Context: an optimization exercise on an open-source flow, tuned for small area, a short achievable clock period and few clock cycles. The choices shown serve that exercise and are no tape-out recipe. Where RTL was checked, it was by simulation tests only, not by an equivalence proof against the original. No activity file was given, so power comes from the tool's default toggle rates.

==> inputs of build 43 <==
// multipler_top
module multipler_top #(
    parameter integer DATA_LENGTH       = 64,
    parameter integer BLOCK_LENGTH      = 16,
    parameter integer LENGTH            = 16
) (
    input  logic                        clk_i,
    input  logic                        rst_ni,
    input  logic                        start_i,
    output logic                        busy_o,
    output logic                        finish_o,
    input  logic [DATA_LENGTH-1:0]      indata_a_i,
    input  logic [DATA_LENGTH-1:0]      indata_b_i,
    output logic [DATA_LENGTH*2-1:0]    outdata_r_o
);
clock: 10.0 ns
lec_check: 0
cap_margin: 20
core_margin: 2
core_utilization: 45
slew_margin: 20
standard.sh (not shown) runs the stock make flow with config.mk's settings and CLKGATE_MAP_FILE= SYNTH_SCRIPT=/design/flow/synth_recipe.tcl, a recipe that flattens the netlist after the stock synthesis.
==> flow/flow/run.sh <==
#!/bin/bash
set -euo pipefail
{
  echo "include $(pwd)/config.mk"
  cat flow/extra.mk
} > extra_config.mk
sed "s#DESIGN_CONFIG=[^ ]*#DESIGN_CONFIG=$(pwd)/extra_config.mk#" standard.sh > standard_extra.sh
bash standard_extra.sh > standard.log 2>&1
==> flow/flow/extra.mk <==
export SETUP_SLACK_MARGIN = 6.5
export BUFFER_PORTS_ARGS = -buffer_cell sky130_fd_sc_hd__buf_1
==> build 56: changes against build 43 <==
--- a/flow/design.v
+++ b/flow/design.v
@@ -28,71 +28,77 @@
 );
 localparam integer K  = 6;
 localparam integer R  = 3;
 localparam integer N  = 11;
 localparam integer NK = 66;
 localparam integer M  = 67;
 localparam integer W  = 73;
 logic st_run, st_cpa, st_fin;
+logic busy_q;
 logic [3:0] cnt_q;
 wire  st_idle = ~(st_run | st_cpa | st_fin);
 wire  first   = (cnt_q == '0);
 logic [63:0]   a_q;       
 logic [NK-1:0] b_q;       
 logic [M-1:0]  s_q;       
 logic [M-1:0]  c_q;       
 logic [K-1:0]  ls_q;      
 logic [K-1:0]  lc_q;      
 logic          cy_q;      
 logic [R-1:0]  one_q;     
 logic [R-1:0]  two_q;     
-logic [R-1:0]  neg_q;     
+logic [R-1:0]  pos_q;     
 always_ff @(posedge clk_i) begin
     if (!rst_ni) begin
         st_run <= 1'b0;
         st_cpa <= 1'b0;
         st_fin <= 1'b0;
+        busy_q <= 1'b0;
         cnt_q  <= '0;
     end else begin
+        busy_q <= (st_idle & start_i) | st_run;
         st_run <= (st_idle & start_i) | (st_run & ~(cnt_q == N-1));
         st_cpa <= st_run & (cnt_q == N-1);
         st_fin <= st_cpa;
         cnt_q  <= st_run ? cnt_q + 1'b1 : '0;
     end
 end
 wire [R-1:0] one_in, two_in, neg_in, one_nx, two_nx, neg_nx;
 assign one_in[0] = (indata_b_i[0] ^ 1'b0); assign two_in[0] = ((indata_b_i[1] & ~indata_b_i[0] & ~1'b0) | (~indata_b_i[1] & indata_b_i[0] & 1'b0)); assign neg_in[0] = indata_b_i[1];
 assign one_nx[0] = (b_q[6] ^ b_q[5]); assign two_nx[0] = ((b_q[7] & ~b_q[6] & ~b_q[5]) | (~b_q[7] & b_q[6] & b_q[5])); assign neg_nx[0] = b_q[7];
 assign one_in[1] = (indata_b_i[2] ^ indata_b_i[1]); assign two_in[1] = ((indata_b_i[3] & ~indata_b_i[2] & ~indata_b_i[1]) | (~indata_b_i[3] & indata_b_i[2] & indata_b_i[1])); assign neg_in[1] = indata_b_i[3];
 assign one_nx[1] = (b_q[8] ^ b_q[7]); assign two_nx[1] = ((b_q[9] & ~b_q[8] & ~b_q[7]) | (~b_q[9] & b_q[8] & b_q[7])); assign neg_nx[1] = b_q[9];
 assign one_in[2] = (indata_b_i[4] ^ indata_b_i[3]); assign two_in[2] = ((indata_b_i[5] & ~indata_b_i[4] & ~indata_b_i[3]) | (~indata_b_i[5] & indata_b_i[4] & indata_b_i[3])); assign neg_in[2] = indata_b_i[5];
 assign one_nx[2] = (b_q[10] ^ b_q[9]); assign two_nx[2] = ((b_q[11] & ~b_q[10] & ~b_q[9]) | (~b_q[11] & b_q[10] & b_q[9])); assign neg_nx[2] = b_q[11];
+wire [R-1:0] neg = ~pos_q;
 wire [64:0] a_x1 = {1'b0, a_q};
 wire [64:0] a_x2 = {a_q, 1'b0};
-wire [65:0] pp0 = {~neg_q[0], ((a_x1 & {65{one_q[0]}}) | (a_x2 & {65{two_q[0]}})) ^ {65{neg_q[0]}}};
-wire [65:0] pp1 = {~neg_q[1], ((a_x1 & {65{one_q[1]}}) | (a_x2 & {65{two_q[1]}})) ^ {65{neg_q[1]}}};
-wire [65:0] pp2 = {~neg_q[2], ((a_x1 & {65{one_q[2]}}) | (a_x2 & {65{two_q[2]}})) ^ {65{neg_q[2]}}};
+wire [65:0] pp0 = {pos_q[0], ~(((a_x1 & {65{one_q[0]}}) | (a_x2 & {65{two_q[0]}})) ^ {65{pos_q[0]}})};
+wire [65:0] pp1 = {pos_q[1], ~(((a_x1 & {65{one_q[1]}}) | (a_x2 & {65{two_q[1]}})) ^ {65{pos_q[1]}})};
+wire [65:0] pp2 = {pos_q[2], ~(((a_x1 & {65{one_q[2]}}) | (a_x2 & {65{two_q[2]}})) ^ {65{pos_q[2]}})};
 wire [R-1:0] cb;
 assign cb[0] = 1'b1;
 assign cb[1] = (cnt_q <= 4'd9);
 assign cb[2] = (cnt_q <= 4'd9);
 wire [M-1:0] s_g = s_q & {M{~first}};
-wire [M-1:0] c_g = c_q & {M{~first}};
+wire [M-1:0] c_g = {c_q[M-2:0], 1'b0} & {M{~first}};
 wire [W-1:0] csa_s;
 wire [W-1:0] csa_c;
+wire [W-1:0] csa_p = csa_s ^ csa_c;
+wire [W-1:0] csa_h = csa_s & csa_c;
 wire hs1, hc2, hs3, hc4, fs5, fc6, hs7, hc8, fs9, fc10, hs11, hc12, fs13, fc14, hs15, hc16, fs17, fc18, hs19, hc20, fs21, fc22, hs23, hc24, fs25, fc26, hs27, hc28, fs29, fc30, hs31, hc32, fs33, fc34, hs35, hc36, fs37, fc38, hs39, hc40, fs41, fc42, hs43, hc44, fs45, fc46, hs47, hc48, fs49, fc50, hs51, hc52, fs53, fc54, hs55, hc56, fs57, fc58, hs59, hc60, fs61, fc62, hs63, hc64, fs65, fc66, hs67, hc68, fs69, fc70, hs71, hc72, fs73, fc74, hs75, hc76, fs77, fc78, hs79, hc80, fs81, fc82, hs83, hc84, fs85, fc86, hs87, hc88, fs89, fc90, hs91, hc92, fs93, fc94, hs95, hc96, fs97, fc98, hs99, hc100, fs101, fc102, hs103, hc104, fs105, fc106, hs107, hc108, fs109, fc110, hs111, hc112, fs113, fc114, hs115, hc116, fs117, fc118, hs119, hc120, fs121, fc122, hs123, hc124, fs125, fc126, hs127, hc128, fs129, fc130, hs131, hc132, fs133, fc134, hs135, hc136, fs137, fc138, hs139, hc140, fs141, fc142, hs143, hc144, fs145, fc146, hs147, hc148, fs149, fc150, hs151, hc152, fs153, fc154, hs155, hc156, fs157, fc158, hs159, hc160, fs161, fc162, hs163, hc164, fs165, fc166, hs167, hc168, fs169, fc170, hs171, hc172, fs173, fc174, hs175, hc176, fs177, fc178, hs179, hc180, fs181, fc182, hs183, hc184, fs185, fc186, hs187, hc188, fs189, fc190, hs191, hc192, fs193, fc194, hs195, hc196, fs197, fc198, hs199, hc200, fs201, fc202, hs203, hc204, fs205, fc206, hs207, hc208, fs209, fc210, hs211, hc212, fs213, fc214, hs215, hc216, fs217, fc218, hs219, hc220, fs221, fc222, hs223, hc224, fs225, fc226, hs227, hc228, fs229, fc230, hs231, hc232, fs233, fc234, hs235, hc236, fs237, fc238, hs239, hc240, fs241, fc242, hs243, hc244, fs245, fc246, hs247, hc248, fs249, fc250, fs251, fc252, fs253, fc254, hs255, hc256, hs257, hc258, hs259, hc260, fs261, fc262, fs263, fc264, fs265, fc266, fs267, fc268, fs269, fc270, fs271, fc272, fs273, fc274, fs275, fc276, fs277, fc278, fs279, fc280, fs281, fc282, fs283, fc284, fs285, fc286, fs287, fc288, fs289, fc290, fs291, fc292, fs293, fc294, fs295, fc296, fs297, fc298, fs299, fc300, fs301, fc302, fs303, fc304, fs305, fc306, fs307, fc308, fs309, fc310, fs311, fc312, fs313, fc314, fs315, fc316, fs317, fc318, fs319, fc320, fs321, fc322, fs323, fc324, fs325, fc326, fs327, fc328, fs329, fc330, fs331, fc332, fs333, fc334, fs335, fc336, fs337, fc338, fs339, fc340, fs341, fc342, fs343, fc344, fs345, fc346, fs347, fc348, fs349, fc350, fs351, fc352, fs353, fc354, fs355, fc356, fs357, fc358, fs359, fc360, fs361, fc362, fs363, fc364, fs365, fc366, fs367, fc368, fs369, fc370, fs371, fc372, fs373, fc374, fs375, fc376, fs377, fc378, fs379, fc380, fs381, fc382, fs383, fc384, fs385, fc386, fs387, fc388, fs389, fc390, fs391, fc392, hs393, hc394, fs395, fc396, fs397, fc398, fs399, fc400, fs401, fc402, fs403, fc404, fs405, fc406, fs407, fc408, fs409, fc410, fs411, fc412, fs413, fc414, fs415, fc416, fs417, fc418, fs419, fc420, fs421, fc422, fs423, fc424, fs425, fc426, fs427, fc428, fs429, fc430, fs431, fc432, fs433, fc434, fs435, fc436, fs437, fc438, fs439, fc440, fs441, fc442, fs443, fc444, fs445, fc446, fs447, fc448, fs449, fc450, fs451, fc452, fs453, fc454, fs455, fc456, fs457, fc458, fs459, fc460, fs461, fc462, fs463, fc464, fs465, fc466, fs467, fc468, fs469, fc470, fs471, fc472, fs473, fc474, fs475, fc476, fs477, fc478, fs479, fc480, fs481, fc482, fs483, fc484, fs485, fc486, fs487, fc488, fs489, fc490, fs491, fc492, fs493, fc494, fs495, fc496, fs497, fc498, fs499, fc500, fs501, fc502, fs503, fc504, fs505, fc506, fs507, fc508, fs509, fc510, fs511, fc512, fs513, fc514, fs515, fc516, fs517, fc518, fs519, fc520, fs521, fc522, fs523, fc524, fs525, fc526, fs527, fc528, fs529, fc530;
 assign hs1 = pp0[2] ^ pp1[0];
 assign hc2 = pp0[2] & pp1[0];
 assign hs3 = pp0[3] ^ pp1[1];
 assign hc4 = pp0[3] & pp1[1];
 assign fs5 = pp0[4] ^ pp1[2] ^ pp2[0];
 assign fc6 = (pp0[4] & pp1[2]) | (pp0[4] & pp2[0]) | (pp1[2] & pp2[0]);
-assign hs7 = neg_q[2] ^ s_g[4];
-assign hc8 = neg_q[2] & s_g[4];
+assign hs7 = neg[2] ^ s_g[4];
+assign hc8 = neg[2] & s_g[4];
 assign fs9 = pp0[5] ^ pp1[3] ^ pp2[1];
 assign fc10 = (pp0[5] & pp1[3]) | (pp0[5] & pp2[1]) | (pp1[3] & pp2[1]);
 assign hs11 = s_g[5] ^ c_g[5];
 assign hc12 = s_g[5] & c_g[5];
 assign fs13 = pp0[6] ^ pp1[4] ^ pp2[2];
 assign fc14 = (pp0[6] & pp1[4]) | (pp0[6] & pp2[2]) | (pp1[4] & pp2[2]);
 assign hs15 = s_g[6] ^ c_g[6];
 assign hc16 = s_g[6] & c_g[6];
@@ -331,22 +337,22 @@
 assign fs249 = pp0[65] ^ pp1[63] ^ pp2[61];
 assign fc250 = (pp0[65] & pp1[63]) | (pp0[65] & pp2[61]) | (pp1[63] & pp2[61]);
 assign fs251 = first ^ s_g[65] ^ c_g[65];
 assign fc252 = (first & s_g[65]) | (first & c_g[65]) | (s_g[65] & c_g[65]);
 assign fs253 = cb[0] ^ pp1[64] ^ pp2[62];
 assign fc254 = (cb[0] & pp1[64]) | (cb[0] & pp2[62]) | (pp1[64] & pp2[62]);
 assign hs255 = s_g[66] ^ c_g[66];
 assign hc256 = s_g[66] & c_g[66];
-assign hs257 = pp0[0] ^ neg_q[0];
-assign hc258 = pp0[0] & neg_q[0];
+assign hs257 = pp0[0] ^ neg[0];
+assign hc258 = pp0[0] & neg[0];
 assign hs259 = pp0[1] ^ s_g[1];
 assign hc260 = pp0[1] & s_g[1];
-assign fs261 = neg_q[1] ^ s_g[2] ^ c_g[2];
-assign fc262 = (neg_q[1] & s_g[2]) | (neg_q[1] & c_g[2]) | (s_g[2] & c_g[2]);
+assign fs261 = neg[1] ^ s_g[2] ^ c_g[2];
+assign fc262 = (neg[1] & s_g[2]) | (neg[1] & c_g[2]) | (s_g[2] & c_g[2]);
 assign fs263 = s_g[3] ^ c_g[3] ^ hs3;
 assign fc264 = (s_g[3] & c_g[3]) | (s_g[3] & hs3) | (c_g[3] & hs3);
 assign fs265 = c_g[4] ^ fs5 ^ hs7;
 assign fc266 = (c_g[4] & fs5) | (c_g[4] & hs7) | (fs5 & hs7);
 assign fs267 = fs9 ^ hs11 ^ fc6;
 assign fc268 = (fs9 & hs11) | (fs9 & fc6) | (hs11 & fc6);
 assign fs269 = fs13 ^ hs15 ^ fc10;
 assign fc270 = (fs13 & hs15) | (fs13 & fc10) | (hs15 & fc10);
@@ -754,18 +760,18 @@
 assign csa_c[70] = 1'b0;
 assign csa_s[71] = 1'b0;
 assign csa_c[71] = 1'b0;
 assign csa_s[72] = 1'b0;
 assign csa_c[72] = 1'b0;
 wire [67:0] full_sum;
 wire low_cy;
 wire [67:0] pa_p0, pa_g0;
-assign pa_p0 = {s_q[61:0], ls_q} ^ {c_q[61:0], lc_q};
-assign pa_g0 = {s_q[61:0], ls_q} & {c_q[61:0], lc_q};
+assign pa_p0 = {s_q[61:0], ls_q};
+assign pa_g0 = {c_q[61:0], lc_q};
 wire [67:0] pa_G_0, pa_P_0;
 assign pa_G_0 = {pa_g0[67:1], pa_g0[0] | (pa_p0[0] & cy_q)};
 assign pa_P_0 = pa_p0;
 wire [67:0] pa_G_1, pa_P_1;
 assign pa_G_1[0] = pa_G_0[0];
 assign pa_P_1[0] = pa_P_0[0];
 assign pa_G_1[1] = pa_G_0[1] | (pa_P_0[1] & pa_G_0[0]);
 assign pa_P_1[1] = pa_P_0[1] & pa_P_0[0];
@@ -1725,19 +1731,19 @@
 assign pa_P_7[67] = pa_P_6[67] & pa_P_6[63];
 assign full_sum = pa_p0 ^ {pa_G_7[66:0], cy_q};
 assign low_cy = pa_G_7[5];
 always_ff @(posedge clk_i) begin
     a_q   <= st_idle ? indata_a_i : a_q;
     b_q   <= st_idle ? {{(NK-64){1'b0}}, indata_b_i} : {full_sum[K-1:0], b_q[NK-1:K]};
     one_q <= st_idle ? one_in : one_nx;
     two_q <= st_idle ? two_in : two_nx;
-    neg_q <= st_idle ? neg_in : neg_nx;
-    s_q   <= st_cpa ? {{(M-62){1'b0}}, full_sum[67:K]} : csa_s[W-1:K];
-    c_q   <= csa_c[W-1:K];
-    ls_q  <= csa_s[K-1:0];
-    lc_q  <= csa_c[K-1:0];
+    pos_q <= st_idle ? ~neg_in : ~neg_nx;
+    s_q   <= st_cpa ? {{(M-62){1'b0}}, full_sum[67:K]} : csa_p[W-1:K];
+    c_q   <= csa_h[W-1:K];
+    ls_q  <= csa_p[K-1:0];
+    lc_q  <= csa_h[K-1:0];
     cy_q  <= st_run & ~first & low_cy;
 end
-assign busy_o      = st_run | st_cpa;
+assign busy_o      = busy_q;
 assign finish_o    = st_fin;
 assign outdata_r_o = {s_q[61:0], b_q};
 endmodule
- CORE_UTILIZATION: 45 -> 55
- PLACE_DENSITY: unset -> 0.65
==> run notes <==
Of build 56 and build 43, build 56 has the higher sequential power (gap about 4%, measured against build 43). Setup slack: build 43 is lower than build 56 (0.028 ns). Against build 43, the sequential share of layout area of build 56 is higher by 0.34 points. Against build 43, the die area of build 56 is smaller by about 19%. Against build 43, the critical path depth of build 56 is higher by 8.
==> figures <==
                                                               build 56      build 43
Result of the run                              timing/DRC/antenna clean  timing/DRC/antenna clean
Die area                                                   39,860 sq um  49,110 sq um
Power Clock                                                     1340 uW       1420 uW
Post-layout instance count excluding filler cells                 2,679         2,945
Flop-to-flop setup slack                                        6.58 ns       6.61 ns
Largest net degree at the start of global routing                   118           108
CP Depth                                                             10             2
Met1 Routed Length                                            23,770 um     24,340 um
Complex-gate fraction of the synthesized area                    0.1197        0.1258
Count of inverters not on the clock network in the layout           161           221
Setup repair after global routing missed its margin                  no           yes
Testbench counts of build 43, summed over its fixed seeds: cycles 33,600.
For build 56, only the layout was checked, not whether the RTL still works.

-- re-timing with driven ports --
Ports are ideal in the flow. The routed layouts listed here were re-timed in OpenROAD. Step 1 (the two cells are an assumption about what drives the block):
set clk [get_ports {clk_i}]
set_driving_cell -lib_cell sky130_fd_sc_hd__clkbuf_16 $clk
set_driving_cell -lib_cell sky130_fd_sc_hd__buf_2 [delete_from_list [all_inputs] $clk]
Step 2 times the ports against the registers' clock, not the clock port: input delays grow and output delays shrink by t, the midpoint of the rising clock arrivals with the driver on. a / b / c = no drivers / after step 1 / after step 2; a / b = the first two.
run	t, ns	slack for setup (ns)	worst hold slack (ns)	clock arrival spread, ns	worst register clock-pin slew, ns
build 43	0.619	6.553 / 6.496 / 6.608	0.438 / 0.438 / 0.438	0.021 / 0.021	0.06 / 0.06
build 56	0.601	6.581 / 6.581 / 6.581	0.479 / 0.479 / 0.479	0.024 / 0.023	0.06 / 0.06
After both steps every run listed still meets setup and hold.
